Context: an optimization exercise on an open-source flow, tuned for small area and a short achievable clock period. The choices shown serve that exercise and are no tape-out recipe. The RTL was checked by simulation tests, not by an equivalence proof against the original design. Power is estimated from default activity; no workload was simulated.

== exp/tundra ==
Design FIR_Top, start of the top module:
module FIR_Top(input clk, input [7:0] Xin, H0, H1, H2, output reg [15:0] Yout);
export LEC_CHECK = 0
export ABC_CLOCK_PERIOD_IN_PS = 1500
export CAP_MARGIN = 20
export CORE_MARGIN = 2
export CORE_UTILIZATION = 60
export SETUP_SLACK_MARGIN = 4.2
export SLEW_MARGIN = 20
export SYNTH_HIERARCHICAL = 1
export SYNTH_MINIMUM_KEEP_SIZE = 0
export TNS_END_PERCENT = 0
create_clock -name core_clock -period 9.5 [get_ports {clk}]
standard.sh (not shown) runs the stock make flow with config.mk's settings and CLKGATE_MAP_FILE= SYNTH_SCRIPT=/design/flow/synth_recipe.tcl, a recipe that flattens the netlist after the stock synthesis.
==> flow/flow/run.sh <==
#!/bin/bash
# Own flow: the standard layout (standard.sh, unchanged synthesis and steps),
# with the port buffers that global placement inserts made as the smallest
# plain buffer instead of the default; repair then upsizes them where timing needs it.
set -euo pipefail
export BUFFER_PORTS_ARGS="-buffer_cell sky130_fd_sc_hd__buf_1"
bash standard.sh > standard_make.log 2>&1
Edits applied to the flow inputs when going from exp/tundra to exp/juniper:
Settings: ABC_CLOCK_PERIOD_IN_PS removed (was 1500).
==> comparison <==
Changes observed in exp/juniper relative to exp/tundra: footprint of the flip-flops and latches now sits at about the same level; clock network area share barely changed; max-slew violation count flat. Diff exp/juniper..exp/tundra | global-route wire length before repair | unchanged. Diff exp/tundra -> exp/juniper: critical path's largest stage delay stayed essentially flat; relative contribution of sequential cells to total power barely changed; global routing met3 resource utilization held steady.
Setup changes, exp/juniper to exp/sierra
Settings: TNS_END_PERCENT no longer set, was 0; CORE_UTILIZATION now 40, was 60; SETUP_SLACK_MARGIN now 5, was 4.2.
==> flow/run.sh (new file) <==
#!/bin/bash
# synth_recipe.tcl (not shown) runs the flow's synth.tcl, then flattens the netlist and writes it again
# the make line also repeats each setting of config.mk as NAME=value (left out here)
make -C /OpenROAD-flow-scripts/flow DESIGN_CONFIG=/design/flow/config.mk WORK_HOME=/design/flow/orfs CLKGATE_MAP_FILE= SYNTH_SCRIPT=/design/flow/synth_recipe.tcl finish
removed: flow/flow/run.sh
removed: flow/standard.sh
## What came out
- Summary: with exp/juniper as the reference, power in exp/sierra moved up by more than a quarter.
- exp/sierra has shortest period the worst path allows below what exp/juniper had.
- Cmp exp/juniper and exp/sierra / ratio of total power to cell area / higher: exp/sierra
- Between exp/sierra and exp/juniper, it is exp/sierra whose number of buffers and inverters on the critical path is higher, by 1.
Here is what was changed in the inputs of exp/yarrow compared with exp/sierra.
Settings: changing CORE_UTILIZATION from 40 to 60; setting TNS_END_PERCENT to 0 for the first time; changing SETUP_SLACK_MARGIN from 5 to 3.8.
==> flow/flow/run.sh (new file) <==
#!/bin/bash
# Own flow: the standard layout (standard.sh, unchanged synthesis and steps),
# with the port buffers that global placement inserts made as the smallest
# plain buffer instead of the default; repair then upsizes them where timing needs it.
set -euo pipefail
export BUFFER_PORTS_ARGS="-buffer_cell sky130_fd_sc_hd__buf_1"
bash standard.sh > standard_make.log 2>&1
==> flow/standard.sh (new file) <==
#!/bin/bash
# synth_recipe.tcl (not shown) runs the flow's synth.tcl, then flattens the netlist and writes it again
# the make line also repeats each setting of config.mk as NAME=value (left out here)
make -C /OpenROAD-flow-scripts/flow DESIGN_CONFIG=/design/flow/config.mk WORK_HOME=/design/flow/orfs CLKGATE_MAP_FILE= SYNTH_SCRIPT=/design/flow/synth_recipe.tcl "${@:-finish}"
removed: flow/run.sh
### Flow results
- exp/yarrow reached the final stage; the timing, DRC and antenna checks on its layout passed.
- Between exp/sierra and exp/yarrow, the DRC violations left does not differ in any meaningful way.
- When exp/yarrow is measured against exp/sierra, its wire length on met2 turns out 28% lower.
- Of exp/yarrow and exp/sierra, the run reporting the higher clock latency at the later pin of the worst-skew pair was exp/yarrow.
- A end point of the critical path of Q2[10]$_DFF_P_ is what exp/sierra shows, while Yout[15]$_DFF_P_ belongs to exp/yarrow.
- In the flow results for exp/yarrow and exp/sierra, the post-route clock period utilization is larger on exp/yarrow.
- Against exp/sierra, HPWL after detailed placement in exp/yarrow fell by a few percent.
- [exp/yarrow] global-route usage rose 6.5 points relative to exp/sierra

## afterwards: timing with drivers on the ports
No port has a modelled driver above. Below, the same layouts with a new extraction and two added sets of constraints. Step 1: set_driving_cell puts a clkbuf_16 on clk and a buf_2 on each other input, an assumption about the parent block. Step 2 moves the port delays by t, midway between the first and last clock arrival at a register: inputs arrive t later, outputs are due t later. That takes back most of the time a late clock gives input paths. Three values: ideal ports, drivers, drivers and shift; two values: the first two.
| run | shift t [ns] | slack for setup (ns) | latest minus earliest clock arrival (ns) |
|---|---|---|---|
| exp/tundra | 0.346 | 4.351 / 4.363 / 4.017 | 0.007 / 0.008 |
| exp/juniper | 0.346 | 4.351 / 4.363 / 4.017 | 0.007 / 0.008 |
| exp/sierra | 0.327 | 4.544 / 4.492 / 4.165 | 0.010 / 0.010 |
| exp/yarrow | 0.348 | 4.107 / 4.120 / 3.772 | 0.008 / 0.008 |
After both steps setup and hold are still met in every run listed. For exp/sierra, which loses most, drivers alone change the setup slack by -0.052 ns; drivers and shift together by -0.379 ns.
